Source: an optimization exercise on an open RTL-to-GDS flow (aim: small area). Production flows keep margins and buffers that such runs may drop. In this exercise RTL edits were held to simulation tests only and were not proved equivalent to the original. The clock port is modelled as an ideal driver, which makes a skipped or thinned clock tree look cheaper than it is; a real chip needs a root buffer or a tree. Power figures rest on the tool's default switching activity, not on a simulated workload.

==> job 1649 <==
// House
module House
(
    input  wire       CLK_50,           
    input  wire       RST,              
    input  wire       RESET_ALARM,      
    input  wire       BTN_ACTIVATE,
    input  wire       SMOKE_SENSOR,
    input  wire [1:0] SWITCH_POS,
    input  wire       LIMIT_UP_N,       
    input  wire       LIMIT_DOWN_N,     
    input  wire       PRESENCE_S1,
    input  wire       PRESENCE_S2,
    input  wire       LIGHTS_RESET_N,   
    input  wire       PIR_INPUT_1,
    input  wire       PIR_INPUT_2,
    output wire       BUZZER_OUT,
    output wire       LED_ALERT_OUT,
    output wire [3:0] STEPPER_OUT,
    output wire       SERVO_PWM1,
    output wire       SERVO_PWM2,
    output wire       LED_LIGHT_1,
    output wire       LED_LIGHT_2
);
==> module platform, before the edit <==
module platform(
    input clk,
    input rst,
    input [1:0] switch_pos,
    input stop_Up,
    input stop_Down,
    output reg [3:0] step_out
);
    localparam [6:0] P  = 7'b0101010;
    localparam [6:0] SH = 7'b1100010;
    reg  [6:0] h;
    wire [6:0] s = h ^ P;
    wire isE = (h[1] & h[3] & ~h[4] & h[5] & ~h[6]);
    always @(posedge clk) begin
        if (rst | isE) h <= SH;
        else h <= {s[5:0], s[6] ^ s[5]} ^ P;
    end
    reg [2:0] prev_index;
    reg mv_up, mv_dn;
    wire after_rst = mv_up & mv_dn;
    wire mv = mv_up ^ mv_dn;
    wire c1 = mv & (prev_index[0] ^ mv_dn);
    wire c2 = c1 & (prev_index[1] ^ mv_dn);
    always @(posedge clk) begin
        if (rst) begin
            prev_index <= 3'd0;
            mv_up <= 1'b1;
            mv_dn <= 1'b1;
        end else begin
            prev_index <= prev_index ^ {c2, c1, mv};
            mv_up <= isE & switch_pos[0] & ~switch_pos[1] & stop_Up;
            mv_dn <= isE & switch_pos[1] & ~switch_pos[0] & stop_Down;
        end
    end
    reg [3:0] step_sequence;
    always @(*) begin
        case (prev_index)
            3'd0: step_sequence = 4'b1000;
            3'd1: step_sequence = 4'b1100;
            3'd2: step_sequence = 4'b0100;
            3'd3: step_sequence = 4'b0110;
            3'd4: step_sequence = 4'b0010;
            3'd5: step_sequence = 4'b0011;
            3'd6: step_sequence = 4'b0001;
            default: step_sequence = 4'b1001;
        endcase
    end
    always @(*) step_out = after_rst ? 4'b0000 : step_sequence;
endmodule
==> module servo_principal, before the edit <==
module servo_principal(
    input clk,
    input rst,
    input presence_1,
    input presence_2,
    output reg PWM1,
    output reg PWM2
);
    localparam [9:0] CP  = 10'b1010101010;
    localparam [9:0] CSH = 10'b0101110110;
    reg  [9:0] ch;
    wire [9:0] cs = ch ^ CP;
    wire wrap = (~ch[0] & ch[1] & ~ch[3] & ch[4] & ~ch[5] & ch[6] & ~ch[7] & ch[8] & ~ch[9]);
    wire at49 = (~ch[0] & ch[1] & ~ch[2] & ch[3] & ~ch[4] & ch[5] & ~ch[6] & ch[7] & ch[9]);
    wire at99 = (ch[0] & ~ch[1] & ~ch[2] & ch[3] & ~ch[4] & ch[5] & ch[6] & ch[8] & ch[9]);
    reg lt50, lt100;
    always @(posedge clk) begin
        if (rst | wrap) ch <= CSH;
        else ch <= {cs[8:0], cs[9] ^ cs[6]} ^ CP;
        lt50  <= rst | wrap | (lt50 & ~at49);
        lt100 <= rst | wrap | (lt100 & ~at99);
    end
    localparam [16:0] P  = 17'b01010101010101010;
    localparam [16:0] SH = 17'b00010111010011111;
    localparam [16:0] RH = 17'b00010101010101010;
    reg  [16:0] h1;
    wire [16:0] s1 = h1 ^ P;
    wire z1 = ~(s1[0] | s1[1] | s1[2] | s1[3] | s1[4] | s1[5] | s1[6] | s1[7] | s1[8] | s1[9] | s1[10] | s1[12] | s1[13] | s1[14] | s1[15]);
    wire done1 = z1 & ~s1[16];
    wire fb1 = (s1[16] ^ s1[13]) & ~z1;
    always @(posedge clk) begin
        if (rst) h1 <= RH;
        else if (!presence_1) h1 <= SH;
        else h1 <= {s1[15:0], fb1} ^ P;
    end
    reg  [16:0] h2;
    wire [16:0] s2 = h2 ^ P;
    wire z2 = ~(s2[0] | s2[1] | s2[2] | s2[3] | s2[4] | s2[5] | s2[6] | s2[7] | s2[8] | s2[9] | s2[10] | s2[12] | s2[13] | s2[14] | s2[15]);
    wire done2 = z2 & ~s2[16];
    wire fb2 = (s2[16] ^ s2[13]) & ~z2;
    always @(posedge clk) begin
        if (rst) h2 <= RH;
        else if (!presence_2) h2 <= SH;
        else h2 <= {s2[15:0], fb2} ^ P;
    end
    always @(posedge clk) begin
        PWM1 <= ~rst & (done1 ? lt50 : lt100);
        PWM2 <= ~rst & (done2 ? lt100 : lt50);
    end
endmodule
clock: 10.0 ns
lec_check: 0
cap_margin: 20
core_margin: 2
core_utilization: 70
slew_margin: 20
standard.sh (not shown) runs the stock make flow with config.mk's settings and CLKGATE_MAP_FILE= SYNTH_SCRIPT=/design/flow/synth_recipe.tcl, a recipe that flattens the netlist after the stock synthesis.
==> flow/flow/run.sh <==
#!/bin/bash
set -euo pipefail
W=$(pwd)
rm -rf "$W/scripts_abc"
cp -r "$FLOW_HOME/scripts" "$W/scripts_abc"
cp "$W/flow/abc_area_map.script" "$W/scripts_abc/abc_speed.script"
SCRIPTS_DIR="$W/scripts_abc" bash standard.sh synth > "$W/synth.log" 2>&1
export BUFFER_PORTS_ARGS="-buffer_cell sky130_fd_sc_hd__buf_1"
export PRE_CTS_TCL=$W/flow/cts_pre.tcl
bash standard.sh > "$W/layout.log" 2>&1
==> flow/flow/abc_area_map.script <==
strash
&get -n
&st
&dch -f
&nf -a -R 1000 -F 10 -A 10
&put
==> flow/flow/cts_pre.tcl <==
# Clock tree built by hand: the clock port drives a few clock buffers directly, each
# driving one cluster of flip-flops (clusters by k-means on placed positions).
# CTS itself is then skipped; the rest of ORFS's CTS step (legalisation, timing repair) runs.
set cts_buf  [expr {[info exists ::env(MY_CTS_BUF)] ? $::env(MY_CTS_BUF) : "sky130_fd_sc_hd__clkbuf_16"}]
# smaller buffers tried per cluster, largest first, kept while the estimated clock-pin
# slew stays under cts_slew_target (ns)
set cts_smaller {sky130_fd_sc_hd__buf_12 sky130_fd_sc_hd__buf_8 sky130_fd_sc_hd__clkbuf_8}
set cts_slew_target 0.110
set cts_k    [expr {[info exists ::env(MY_CTS_K)] ? $::env(MY_CTS_K) : 4}]
set block [ord::get_db_block]
set clk_net [$block findNet CLK_50]
set sinks {}
foreach it [$clk_net getITerms] {
  set inst [$it getInst]
  lassign [$inst getLocation] x y
  set m [$inst getMaster]
  lappend sinks [list $it [expr {$x + [$m getWidth]/2}] [expr {$y + [$m getHeight]/2}]]
}
set n [llength $sinks]
puts "hand CTS: $n sinks, $cts_k buffers of $cts_buf"
# k-means, seeded along the sorted x coordinate
set sorted [lsort -real -index 1 $sinks]
set cx {}; set cy {}
for {set k 0} {$k < $cts_k} {incr k} {
  set s [lindex $sorted [expr {int(($k + 0.5) * $n / $cts_k)}]]
  lappend cx [lindex $s 1]; lappend cy [lindex $s 2]
}
for {set iter 0} {$iter < 50} {incr iter} {
  set sx [lrepeat $cts_k 0.0]; set sy [lrepeat $cts_k 0.0]; set sc [lrepeat $cts_k 0]
  set assign {}
  foreach s $sinks {
    set best 0; set bd 1e30
    for {set k 0} {$k < $cts_k} {incr k} {
      set d [expr {abs([lindex $s 1]-[lindex $cx $k]) + abs([lindex $s 2]-[lindex $cy $k])}]
      if {$d < $bd} { set bd $d; set best $k }
    }
    lappend assign $best
    lset sx $best [expr {[lindex $sx $best] + [lindex $s 1]}]
    lset sy $best [expr {[lindex $sy $best] + [lindex $s 2]}]
    lset sc $best [expr {[lindex $sc $best] + 1}]
  }
  for {set k 0} {$k < $cts_k} {incr k} {
    if {[lindex $sc $k] > 0} {
      lset cx $k [expr {[lindex $sx $k] / [lindex $sc $k]}]
      lset cy $k [expr {[lindex $sy $k] / [lindex $sc $k]}]
    }
  }
}
set master [[ord::get_db] findMaster $cts_buf]
for {set k 0} {$k < $cts_k} {incr k} {
  set inst [odb::dbInst_create $block $master "clkbuf_hand_$k"]
  set net [odb::dbNet_create $block "clknet_hand_$k"]
  $net setSigType CLOCK
  [$inst findITerm A] connect $clk_net
  [$inst findITerm X] connect $net
  $inst setLocation [expr {int([lindex $cx $k])}] [expr {int([lindex $cy $k])}]
  $inst setPlacementStatus PLACED
  lappend nets $net
  puts "cluster $k: [lindex $sc $k] sinks"
}
foreach s $sinks a $assign {
  set it [lindex $s 0]
  $it disconnect
  $it connect [lindex $nets $a]
}
$clk_net setSigType CLOCK
set_propagated_clock [all_clocks]
proc hand_cluster_slew {net} {
  set mx 0.0
  foreach it [$net getITerms] {
    if {[$it isInputSignal]} {
      set pin [get_pins [[$it getInst] getName]/[[$it getMTerm] getName]]
      set s [get_property $pin slew_max]
      if {$s > $mx} { set mx $s }
    }
  }
  return $mx
}
for {set k 0} {$k < $cts_k} {incr k} {
  set inst [$block findInst "clkbuf_hand_$k"]
  set net [lindex $nets $k]
  foreach cand $cts_smaller {
    set prev [[$inst getMaster] getName]
    replace_cell [$inst getName] $cand
    estimate_parasitics -placement
    set s [hand_cluster_slew $net]
    if {$s > $cts_slew_target} {
      replace_cell [$inst getName] $prev
      estimate_parasitics -placement
      break
    }
  }
  puts "cluster $k: [[$inst getMaster] getName], slew [hand_cluster_slew $net]"
}
rename clock_tree_synthesis orig_clock_tree_synthesis
proc clock_tree_synthesis {args} { puts "clock_tree_synthesis skipped: hand-built tree" }
==> inputs of job 9385, as changes to job 1649 <==
--- a/flow/design.v
+++ b/flow/design.v
@@ -53,26 +53,10 @@
         if (rst | isE) h <= SH;
         else h <= {s[5:0], s[6] ^ s[5]} ^ P;
     end
-    reg [2:0] prev_index;
-    reg mv_up, mv_dn;
-    wire after_rst = mv_up & mv_dn;
-    wire mv = mv_up ^ mv_dn;
-    wire c1 = mv & (prev_index[0] ^ mv_dn);
-    wire c2 = c1 & (prev_index[1] ^ mv_dn);
-    always @(posedge clk) begin
-        if (rst) begin
-            prev_index <= 3'd0;
-            mv_up <= 1'b1;
-            mv_dn <= 1'b1;
-        end else begin
-            prev_index <= prev_index ^ {c2, c1, mv};
-            mv_up <= isE & switch_pos[0] & ~switch_pos[1] & stop_Up;
-            mv_dn <= isE & switch_pos[1] & ~switch_pos[0] & stop_Down;
-        end
-    end
+    reg [2:0] step_index;
     reg [3:0] step_sequence;
     always @(*) begin
-        case (prev_index)
+        case (step_index)
             3'd0: step_sequence = 4'b1000;
             3'd1: step_sequence = 4'b1100;
             3'd2: step_sequence = 4'b0100;
@@ -83,7 +67,18 @@
             default: step_sequence = 4'b1001;
         endcase
     end
-    always @(*) step_out = after_rst ? 4'b0000 : step_sequence;
+    always @(posedge clk) begin
+        if (rst) begin
+            step_index <= 3'd0;
+            step_out <= 4'b0000;
+        end else begin
+            if (isE) begin
+                if (switch_pos == 2'b01 && stop_Up) step_index <= step_index + 3'd1;
+                else if (switch_pos == 2'b10 && stop_Down) step_index <= step_index - 3'd1;
+            end
+            step_out <= step_sequence;
+        end
+    end
 endmodule
 module servo_principal(
     input clk,
@@ -93,30 +88,23 @@
     output reg PWM1,
     output reg PWM2
 );
-    localparam [9:0] CP  = 10'b1010101010;
-    localparam [9:0] CSH = 10'b0101110110;
-    reg  [9:0] ch;
-    wire [9:0] cs = ch ^ CP;
-    wire wrap = (~ch[0] & ch[1] & ~ch[3] & ch[4] & ~ch[5] & ch[6] & ~ch[7] & ch[8] & ~ch[9]);
-    wire at49 = (~ch[0] & ch[1] & ~ch[2] & ch[3] & ~ch[4] & ch[5] & ~ch[6] & ch[7] & ch[9]);
-    wire at99 = (ch[0] & ~ch[1] & ~ch[2] & ch[3] & ~ch[4] & ch[5] & ch[6] & ch[8] & ch[9]);
-    reg lt50, lt100;
-    always @(posedge clk) begin
-        if (rst | wrap) ch <= CSH;
-        else ch <= {cs[8:0], cs[9] ^ cs[6]} ^ CP;
-        lt50  <= rst | wrap | (lt50 & ~at49);
-        lt100 <= rst | wrap | (lt100 & ~at99);
+    reg [9:0] counter;
+    wire wrap = &{counter[9],counter[8],counter[7],counter[6],counter[5],counter[2],counter[1],counter[0]};
+    wire lt50  = counter < 10'd50;
+    wire lt100 = counter < 10'd100;
+    always @(posedge clk) begin
+        if (rst | wrap) counter <= 10'd0;
+        else counter <= counter + 10'd1;
     end
     localparam [16:0] P  = 17'b01010101010101010;
     localparam [16:0] SH = 17'b00010111010011111;
-    localparam [16:0] RH = 17'b00010101010101010;
     reg  [16:0] h1;
     wire [16:0] s1 = h1 ^ P;
     wire z1 = ~(s1[0] | s1[1] | s1[2] | s1[3] | s1[4] | s1[5] | s1[6] | s1[7] | s1[8] | s1[9] | s1[10] | s1[12] | s1[13] | s1[14] | s1[15]);
     wire done1 = z1 & ~s1[16];
     wire fb1 = (s1[16] ^ s1[13]) & ~z1;
     always @(posedge clk) begin
-        if (rst) h1 <= RH;
+        if (rst) h1 <= P;
         else if (!presence_1) h1 <= SH;
         else h1 <= {s1[15:0], fb1} ^ P;
     end
@@ -126,7 +114,7 @@
     wire done2 = z2 & ~s2[16];
     wire fb2 = (s2[16] ^ s2[13]) & ~z2;
     always @(posedge clk) begin
-        if (rst) h2 <= RH;
+        if (rst) h2 <= P;
         else if (!presence_2) h2 <= SH;
         else h2 <= {s2[15:0], fb2} ^ P;
     end
==> flow/flow/run.sh (replaced) <==
#!/bin/bash
# Own layout flow: the standard flow (standard.sh) with two changes:
#  - the port buffers are sky130_fd_sc_hd__buf_1 (every port still gets one);
#  - the clock tree is built by flow/cts_pre.tcl (the clock port drives a few clock
#    buffers, each driving one cluster of flip-flops) in place of TritonCTS, or, when
#    flow/cts_args exists, TritonCTS runs with the arguments in that file.
# All tool output goes to standard.log here (ORFS also keeps its per-step logs in orfs/logs).
set -euo pipefail
W=$(pwd)
export BUFFER_PORTS_ARGS="-buffer_cell sky130_fd_sc_hd__buf_1"
if [[ -f $W/flow/cts_args ]]; then
  export CTS_ARGS="$(cat $W/flow/cts_args)"
else
  [[ -f $W/flow/cts_env ]] && source $W/flow/cts_env
  export PRE_CTS_TCL=$W/flow/cts_pre.tcl
fi
bash standard.sh > $W/standard.log 2>&1
==> flow/flow/cts_args (new file) <==
-sink_clustering_enable -repair_clock_nets -buf_list sky130_fd_sc_hd__clkbuf_4 -dont_use_dummy_load
--- a/flow/flow/cts_pre.tcl
+++ b/flow/flow/cts_pre.tcl
@@ -1,11 +1,7 @@
 # Clock tree built by hand: the clock port drives a few clock buffers directly, each
 # driving one cluster of flip-flops (clusters by k-means on placed positions).
 # CTS itself is then skipped; the rest of ORFS's CTS step (legalisation, timing repair) runs.
-set cts_buf  [expr {[info exists ::env(MY_CTS_BUF)] ? $::env(MY_CTS_BUF) : "sky130_fd_sc_hd__clkbuf_16"}]
-# smaller buffers tried per cluster, largest first, kept while the estimated clock-pin
-# slew stays under cts_slew_target (ns)
-set cts_smaller {sky130_fd_sc_hd__buf_12 sky130_fd_sc_hd__buf_8 sky130_fd_sc_hd__clkbuf_8}
-set cts_slew_target 0.110
+set cts_buf  [expr {[info exists ::env(MY_CTS_BUF)] ? $::env(MY_CTS_BUF) : "sky130_fd_sc_hd__clkbuf_8"}]
 set cts_k    [expr {[info exists ::env(MY_CTS_K)] ? $::env(MY_CTS_K) : 4}]
 set block [ord::get_db_block]
 set clk_net [$block findNet CLK_50]
@@ -65,32 +61,5 @@
 }
 $clk_net setSigType CLOCK
 set_propagated_clock [all_clocks]
-proc hand_cluster_slew {net} {
-  set mx 0.0
-  foreach it [$net getITerms] {
-    if {[$it isInputSignal]} {
-      set pin [get_pins [[$it getInst] getName]/[[$it getMTerm] getName]]
-      set s [get_property $pin slew_max]
-      if {$s > $mx} { set mx $s }
-    }
-  }
-  return $mx
-}
-for {set k 0} {$k < $cts_k} {incr k} {
-  set inst [$block findInst "clkbuf_hand_$k"]
-  set net [lindex $nets $k]
-  foreach cand $cts_smaller {
-    set prev [[$inst getMaster] getName]
-    replace_cell [$inst getName] $cand
-    estimate_parasitics -placement
-    set s [hand_cluster_slew $net]
-    if {$s > $cts_slew_target} {
-      replace_cell [$inst getName] $prev
-      estimate_parasitics -placement
-      break
-    }
-  }
-  puts "cluster $k: [[$inst getMaster] getName], slew [hand_cluster_slew $net]"
-}
 rename clock_tree_synthesis orig_clock_tree_synthesis
 proc clock_tree_synthesis {args} { puts "clock_tree_synthesis skipped: hand-built tree" }
Settings changed: CORE_UTILIZATION 70 to 40.
removed: flow/flow/abc_area_map.script
==> inputs of job 9523, as changes to job 1649 <==
--- a/flow/design.v
+++ b/flow/design.v
@@ -53,26 +53,10 @@
         if (rst | isE) h <= SH;
         else h <= {s[5:0], s[6] ^ s[5]} ^ P;
     end
-    reg [2:0] prev_index;
-    reg mv_up, mv_dn;
-    wire after_rst = mv_up & mv_dn;
-    wire mv = mv_up ^ mv_dn;
-    wire c1 = mv & (prev_index[0] ^ mv_dn);
-    wire c2 = c1 & (prev_index[1] ^ mv_dn);
-    always @(posedge clk) begin
-        if (rst) begin
-            prev_index <= 3'd0;
-            mv_up <= 1'b1;
-            mv_dn <= 1'b1;
-        end else begin
-            prev_index <= prev_index ^ {c2, c1, mv};
-            mv_up <= isE & switch_pos[0] & ~switch_pos[1] & stop_Up;
-            mv_dn <= isE & switch_pos[1] & ~switch_pos[0] & stop_Down;
-        end
-    end
+    reg [2:0] step_index;
     reg [3:0] step_sequence;
     always @(*) begin
-        case (prev_index)
+        case (step_index)
             3'd0: step_sequence = 4'b1000;
             3'd1: step_sequence = 4'b1100;
             3'd2: step_sequence = 4'b0100;
@@ -83,7 +67,18 @@
             default: step_sequence = 4'b1001;
         endcase
     end
-    always @(*) step_out = after_rst ? 4'b0000 : step_sequence;
+    always @(posedge clk) begin
+        if (rst) begin
+            step_index <= 3'd0;
+            step_out <= 4'b0000;
+        end else begin
+            if (isE) begin
+                if (switch_pos == 2'b01 && stop_Up) step_index <= step_index + 3'd1;
+                else if (switch_pos == 2'b10 && stop_Down) step_index <= step_index - 3'd1;
+            end
+            step_out <= step_sequence;
+        end
+    end
 endmodule
 module servo_principal(
     input clk,
@@ -93,30 +88,23 @@
     output reg PWM1,
     output reg PWM2
 );
-    localparam [9:0] CP  = 10'b1010101010;
-    localparam [9:0] CSH = 10'b0101110110;
-    reg  [9:0] ch;
-    wire [9:0] cs = ch ^ CP;
-    wire wrap = (~ch[0] & ch[1] & ~ch[3] & ch[4] & ~ch[5] & ch[6] & ~ch[7] & ch[8] & ~ch[9]);
-    wire at49 = (~ch[0] & ch[1] & ~ch[2] & ch[3] & ~ch[4] & ch[5] & ~ch[6] & ch[7] & ch[9]);
-    wire at99 = (ch[0] & ~ch[1] & ~ch[2] & ch[3] & ~ch[4] & ch[5] & ch[6] & ch[8] & ch[9]);
-    reg lt50, lt100;
-    always @(posedge clk) begin
-        if (rst | wrap) ch <= CSH;
-        else ch <= {cs[8:0], cs[9] ^ cs[6]} ^ CP;
-        lt50  <= rst | wrap | (lt50 & ~at49);
-        lt100 <= rst | wrap | (lt100 & ~at99);
+    reg [9:0] counter;
+    wire wrap = &{counter[9],counter[8],counter[7],counter[6],counter[5],counter[2],counter[1],counter[0]};
+    wire lt50  = counter < 10'd50;
+    wire lt100 = counter < 10'd100;
+    always @(posedge clk) begin
+        if (rst | wrap) counter <= 10'd0;
+        else counter <= counter + 10'd1;
     end
     localparam [16:0] P  = 17'b01010101010101010;
     localparam [16:0] SH = 17'b00010111010011111;
-    localparam [16:0] RH = 17'b00010101010101010;
     reg  [16:0] h1;
     wire [16:0] s1 = h1 ^ P;
     wire z1 = ~(s1[0] | s1[1] | s1[2] | s1[3] | s1[4] | s1[5] | s1[6] | s1[7] | s1[8] | s1[9] | s1[10] | s1[12] | s1[13] | s1[14] | s1[15]);
     wire done1 = z1 & ~s1[16];
     wire fb1 = (s1[16] ^ s1[13]) & ~z1;
     always @(posedge clk) begin
-        if (rst) h1 <= RH;
+        if (rst) h1 <= P;
         else if (!presence_1) h1 <= SH;
         else h1 <= {s1[15:0], fb1} ^ P;
     end
@@ -126,7 +114,7 @@
     wire done2 = z2 & ~s2[16];
     wire fb2 = (s2[16] ^ s2[13]) & ~z2;
     always @(posedge clk) begin
-        if (rst) h2 <= RH;
+        if (rst) h2 <= P;
         else if (!presence_2) h2 <= SH;
         else h2 <= {s2[15:0], fb2} ^ P;
     end
==> flow/flow/run.sh (replaced) <==
#!/bin/bash
# Own layout flow: the standard flow (standard.sh) with two changes:
#  - the port buffers are sky130_fd_sc_hd__buf_1 (every port still gets one);
#  - the clock tree is built by flow/cts_pre.tcl (the clock port drives a few clock
#    buffers, each driving one cluster of flip-flops) in place of TritonCTS, or, when
#    flow/cts_args exists, TritonCTS runs with the arguments in that file.
# All tool output goes to standard.log here (ORFS also keeps its per-step logs in orfs/logs).
set -euo pipefail
W=$(pwd)
export BUFFER_PORTS_ARGS="-buffer_cell sky130_fd_sc_hd__buf_1"
if [[ -f $W/flow/cts_args ]]; then
  export CTS_ARGS="$(cat $W/flow/cts_args)"
else
  [[ -f $W/flow/cts_env ]] && source $W/flow/cts_env
  export PRE_CTS_TCL=$W/flow/cts_pre.tcl
fi
bash standard.sh > $W/standard.log 2>&1
==> flow/flow/cts_env (new file) <==
export MY_CTS_BUF=sky130_fd_sc_hd__clkbuf_16
export MY_CTS_K=4
--- a/flow/flow/cts_pre.tcl
+++ b/flow/flow/cts_pre.tcl
@@ -1,11 +1,7 @@
 # Clock tree built by hand: the clock port drives a few clock buffers directly, each
 # driving one cluster of flip-flops (clusters by k-means on placed positions).
 # CTS itself is then skipped; the rest of ORFS's CTS step (legalisation, timing repair) runs.
-set cts_buf  [expr {[info exists ::env(MY_CTS_BUF)] ? $::env(MY_CTS_BUF) : "sky130_fd_sc_hd__clkbuf_16"}]
-# smaller buffers tried per cluster, largest first, kept while the estimated clock-pin
-# slew stays under cts_slew_target (ns)
-set cts_smaller {sky130_fd_sc_hd__buf_12 sky130_fd_sc_hd__buf_8 sky130_fd_sc_hd__clkbuf_8}
-set cts_slew_target 0.110
+set cts_buf  [expr {[info exists ::env(MY_CTS_BUF)] ? $::env(MY_CTS_BUF) : "sky130_fd_sc_hd__clkbuf_8"}]
 set cts_k    [expr {[info exists ::env(MY_CTS_K)] ? $::env(MY_CTS_K) : 4}]
 set block [ord::get_db_block]
 set clk_net [$block findNet CLK_50]
@@ -65,32 +61,5 @@
 }
 $clk_net setSigType CLOCK
 set_propagated_clock [all_clocks]
-proc hand_cluster_slew {net} {
-  set mx 0.0
-  foreach it [$net getITerms] {
-    if {[$it isInputSignal]} {
-      set pin [get_pins [[$it getInst] getName]/[[$it getMTerm] getName]]
-      set s [get_property $pin slew_max]
-      if {$s > $mx} { set mx $s }
-    }
-  }
-  return $mx
-}
-for {set k 0} {$k < $cts_k} {incr k} {
-  set inst [$block findInst "clkbuf_hand_$k"]
-  set net [lindex $nets $k]
-  foreach cand $cts_smaller {
-    set prev [[$inst getMaster] getName]
-    replace_cell [$inst getName] $cand
-    estimate_parasitics -placement
-    set s [hand_cluster_slew $net]
-    if {$s > $cts_slew_target} {
-      replace_cell [$inst getName] $prev
-      estimate_parasitics -placement
-      break
-    }
-  }
-  puts "cluster $k: [[$inst getMaster] getName], slew [hand_cluster_slew $net]"
-}
 rename clock_tree_synthesis orig_clock_tree_synthesis
 proc clock_tree_synthesis {args} { puts "clock_tree_synthesis skipped: hand-built tree" }
removed: flow/flow/abc_area_map.script
==> summary of the runs <==
- Job 9385 completed without violations. Job 9523 ran to the end with no violations. Job 1649 ran to the end with no violations.
- Sequential share of layout area: job 1649 > job 9523 > job 9385.
- Against job 1649, the synthesized cell count of job 9523 is larger by 10%.
- Fmax: job 1649 is smaller than job 9523 (9.4%).
- The highest via count belongs to job 9385, the lowest to job 1649.
- Combinational power: job 1649 > job 9523 > job 9385.
In job 1649 and job 9523 the design's own scripts or RTL, not TritonCTS, make the clock network.

what the ideal ports hide:
Ports are ideal in the flow. The routed layouts listed here were re-timed in OpenROAD.
Step 1 sets driving cells, clkbuf_16 on the clock port and buf_2 on the other inputs (assumed; they add their load-dependent delay and slew).
Step 2, shift: input delay + t, output delay - t, t = (earliest + latest rising clock arrival at the registers) / 2. This alone moves slack from input paths to output paths.
Slacks: ideal ports / drivers / drivers and shift; pairs: ideal ports / drivers.
run	shift t [ns]	setup WS [ns]	slew at the worst register clock pin (ns)
job 1649	0.212	6.696 / 6.618 / 6.677	0.11 / 0.11
job 9385	0.492	6.834 / 6.805 / 6.555	0.10 / 0.10
job 9523	0.230	7.006 / 7.060 / 6.829	0.11 / 0.11
After both steps setup and hold are still met in every run listed. The setup slack of job 9385, which loses most, moves by -0.029 ns with the drivers and by -0.279 ns with both steps.
